Background: an optimization exercise with open tools, aiming at small area, a short achievable clock period and few clock cycles. Do not read the settings as production practice. RTL that was checked went through simulation tests only; none was proved equivalent to the original. No activity file was given, so power comes from the tool's default toggle rates.

branch nickel:
Design divider, start of the top module:
module divider(
	input wire [31:0] dividend,
	input wire [31:0] divisor,
	input clk,
	input rst,
	input start,
	output wire [31:0] quotient,
	output wire [31:0] remainder,
	output wire busy,
	output wire done
);
==> flow/config.mk <==
export PLATFORM = sky130hd
export DESIGN_NAME = divider
export DESIGN_NICKNAME = divider
export VERILOG_FILES = /design/flow/design.v
export SDC_FILE = /design/flow/constraint.sdc
export NUM_CORES = 4
export LEC_CHECK = 0
export CAP_MARGIN = 20
export CORE_MARGIN = 2
export CORE_UTILIZATION = 40
export PLACE_DENSITY = 0.6
export SETUP_SLACK_MARGIN = 2.5
export SLEW_MARGIN = 20
==> flow/constraint.sdc <==
create_clock -name core_clock -period 8.0 [get_ports {clk}]
set_input_delay 1.6000 -clock core_clock [delete_from_list [all_inputs] [get_ports {clk}]]
set_output_delay 1.6000 -clock core_clock [all_outputs]
set_load 0.01 [all_outputs]
standard.sh (not shown) runs the stock make flow with config.mk's settings and CLKGATE_MAP_FILE= SYNTH_SCRIPT=/design/flow/synth_recipe.tcl, a recipe that flattens the netlist after the stock synthesis.
==> flow/flow/run.sh <==
#!/bin/bash
set -euo pipefail
export BUFFER_PORTS_ARGS="-buffer_cell sky130_fd_sc_hd__buf_1"
bash standard.sh > standard_flow.log 2>&1
Testbench counts of branch nickel, summed over its fixed seeds: cycles 6,289.
The following lists how branch amber was set up differently from branch nickel:
--- a/flow/design.v
+++ b/flow/design.v
@@ -48,12 +48,13 @@
 			lzc = v5 ? {1'b0, c5} : 6'd32;
 		end
 	endfunction
 	wire [5:0] za = lzc(dividend);
 	wire [5:0] zb = lzc(divisor);
 	wire b_zero = (divisor == 32'd0);
+	wire b_one = (divisor == 32'd1);
 	wire a_less = (za > zb);              
 	wire [4:0] sh = zb[4:0] - za[4:0];    
 	wire [32:0] s0 = {divisor, 1'b0};
 	wire [32:0] s1 = sh[1] ? {s0[30:0], 2'b0} : s0;
 	wire [32:0] s2 = sh[2] ? {s1[28:0], 4'b0} : s1;
 	wire [32:0] s3 = sh[3] ? {s2[24:0], 8'b0} : s2;
@@ -337,19 +338,19 @@
 	wire ge2 = sb_c;
 	wire [31:0] r2 = ge2 ? sb_d : r1;
 	always @(posedge clk)
 		d <= ({33{running}} & (d >> 2))
 			| ({33{~running & sh[4]}} & {s3[16:0], 16'b0})
 			| ({33{~running & ~sh[4]}} & s3);
-	wire trivial = b_zero | a_less;
+	wire trivial = b_zero | b_one | a_less;
 	wire [31:0] mark = 32'h40000000 >> {sh[4:1], 1'b0};
 	wire acc = ~running & start;
 	wire hold = ~running & ~start;
 	always @(posedge clk) begin
-		r <= ({32{acc}} & dividend) | ({32{running}} & r2) | ({32{hold}} & r);
-		q <= ({32{acc}} & ({32{b_zero}} | (mark & {32{~trivial}})))
+		r <= ({32{acc}} & dividend & {32{~b_one}}) | ({32{running}} & r2) | ({32{hold}} & r);
+		q <= ({32{acc}} & ({32{b_zero}} | (dividend & {32{b_one}}) | (mark & {32{~trivial}})))
 			| ({32{running}} & {q[29:0], ge1, ge2}) | ({32{hold}} & q);
 	end
 	always @(posedge clk) begin
 		if (rst) begin
 			running <= 1'b0;
 			done_r <= 1'b0;
Results
From branch nickel to branch amber the numbers moved as follows: fmax went down 3.0 MHz; number of library cell types mapped by synthesis went up 1. branch nickel has a higher row count than branch amber. Number of iterations in the first detailed-routing pass (higher): branch nickel. Row fraction of power consumed by combinational cells: branch amber lower / branch nickel higher.
Function not checked in branch amber: the RTL went through the layout flow alone.

* * *

== xenon ==
The RTL this note starts from:
==> flow/design.v <==
module divider(
	input wire [31:0] dividend,
	input wire [31:0] divisor,
	input clk,
	input rst,
	input start,
	output wire [31:0] quotient,
	output wire [31:0] remainder,
	output wire busy,
	output wire done
);
	reg [31:0] q;
	reg [31:0] temp_dividend;
	reg [31:0] d;
	reg [31:0] i;
	reg running;
	reg done_r;
	assign quotient = q;
	assign remainder = temp_dividend;
	assign busy = running;
	assign done = done_r;
	always @(posedge clk) begin
		if (rst) begin
			running <= 1'b0;
			done_r <= 1'b0;
		end
		else if (!running) begin
			if (start) begin
				i <= 31;
				q <= 0;
				temp_dividend <= dividend;
				d <= divisor;
				running <= 1'b1;
				done_r <= 1'b0;
			end
		end
		else begin
			if ({32'b0, temp_dividend} >= ({32'b0, d} << i)) begin
				temp_dividend <= temp_dividend - (d << i);
				q <= q + (1 << i);
			end
			i <= i - 1;
			if (i == 0) begin
				running <= 1'b0;
				done_r <= 1'b1;
			end
		end
	end
endmodule
==> flow/config.mk <==
export PLATFORM = sky130hd
export DESIGN_NAME = divider
export DESIGN_NICKNAME = divider
export VERILOG_FILES = /design/flow/design.v
export SDC_FILE = /design/flow/constraint.sdc
export NUM_CORES = 4
export LEC_CHECK = 0
export CAP_MARGIN = 20
export CORE_MARGIN = 2
export CORE_UTILIZATION = 40
export PLACE_DENSITY = 0.6
export SLEW_MARGIN = 20
==> flow/constraint.sdc <==
create_clock -name core_clock -period 8.0 [get_ports {clk}]
set_input_delay 1.6000 -clock core_clock [delete_from_list [all_inputs] [get_ports {clk}]]
set_output_delay 1.6000 -clock core_clock [all_outputs]
set_load 0.01 [all_outputs]
run.sh (not shown) runs the stock make flow with config.mk's settings and CLKGATE_MAP_FILE= SYNTH_SCRIPT=/design/flow/synth_recipe.tcl, a recipe that flattens the netlist after the stock synthesis.
Stock flow here: none of the scripts above is used.
Per the final summary, xenon finished and its layout is clean on timing, DRC and antenna.
Testbench counts of xenon, summed over its fixed seeds: cycles 33,792.
The inputs of tundra differ from those of xenon as listed below.
==> flow/design.v <==
module divider(
	input wire [31:0] dividend,
	input wire [31:0] divisor,
	input clk,
	input rst,
	input start,
	output wire [31:0] quotient,
	output wire [31:0] remainder,
	output wire busy,
	output wire done
);
	reg [31:0] q;
	reg [31:0] r;
	reg [32:0] d;
	reg [3:0] cnt;
	reg running;
	reg done_r;
	assign quotient = q;
	assign remainder = r;
	assign busy = running;
	assign done = done_r;
	function [5:0] lzc;
		input [31:0] x;
		integer k;
		begin
			lzc = 6'd32;
			for (k = 0; k < 32; k = k + 1)
				if (x[k]) lzc = 6'd31 - k;
		end
	endfunction
	wire [5:0] za = lzc(dividend);
	wire [5:0] zb = lzc(divisor);
	wire b_zero = (divisor == 32'd0);
	wire a_less = (za > zb);              
	wire [4:0] sh = zb[4:0] - za[4:0];    
	wire [32:0] s0 = {divisor, 1'b0};
	wire [32:0] s1 = sh[1] ? {s0[30:0], 2'b0} : s0;
	wire [32:0] s2 = sh[2] ? {s1[28:0], 4'b0} : s1;
	wire [32:0] s3 = sh[3] ? {s2[24:0], 8'b0} : s2;
	wire [32:0] s4 = sh[4] ? {s3[16:0], 16'b0} : s3;
	wire [32:0] d1 = d >> 1;
	wire [33:0] diff1 = {2'b0, r} - {1'b0, d};
	wire ge1 = ~diff1[33];
	wire [31:0] r1 = ge1 ? diff1[31:0] : r;
	wire [32:0] diff2 = {1'b0, r1} - {1'b0, d1[31:0]};
	wire ge2 = ~diff2[32];
	wire [31:0] r2 = ge2 ? diff2[31:0] : r1;
	always @(posedge clk) begin
		if (rst) begin
			running <= 1'b0;
			done_r <= 1'b0;
		end
		else if (!running) begin
			if (start) begin
				r <= dividend;
				d <= s4;
				cnt <= sh[4:1];
				q <= {32{b_zero}};
				running <= ~(b_zero | a_less);
				done_r <= b_zero | a_less;
			end
		end
		else begin
			r <= r2;
			q <= {q[29:0], ge1, ge2};
			d <= d >> 2;
			cnt <= cnt - 4'd1;
			if (cnt == 4'd0) begin
				running <= 1'b0;
				done_r <= 1'b1;
			end
		end
	end
endmodule
### Flow results
- Summary of tundra over xenon: wire length of the first global-routing pass now sits lower; level count of the clock H-tree dropped 1; area after synthesis fell about 15%.
- Of tundra and xenon, tundra shows the lower number of placed instances with taps included, with xenon above it.
- Number of buffers outside the clock class in the layout, tundra and xenon: smaller value in xenon
No functional check of the RTL was part of tundra.

==> separate check: timing with driven ports <==
How much do the figures lean on ideal ports? The routed layouts below were timed once more, with nothing changed but the port constraints.
Step 1, drivers: a clkbuf_16 drives clk and a buf_2 each remaining input, both assumed.
Step 2, shift: input delay + t, output delay - t, t = (earliest + latest rising clock arrival at the registers) / 2. This alone moves slack from input paths to output paths.
Slacks: ideal / step 1 / step 2; pairs: ideal / step 1.
| run | t, ns | slack for setup (ns) | worst setup path after step 2 | cell pins on the clock port's net |
|---|---|---|---|---|
| branch nickel | 0.403 | 2.682 / 2.682 / 2.349 | input to register | 1 |
| branch amber | 0.407 | 2.597 / 2.597 / 2.273 | input to register | 1 |
| xenon | 0.490 | 1.304 / 1.304 / 1.304 | register to register | 1 |
| tundra | 0.407 | 1.692 / 1.692 / 1.350 | input to register | 1 |
After both steps setup and hold are still met in every run listed. The setup slack of tundra, which loses most, moves by 0.000 ns with the drivers and by -0.342 ns with both steps.
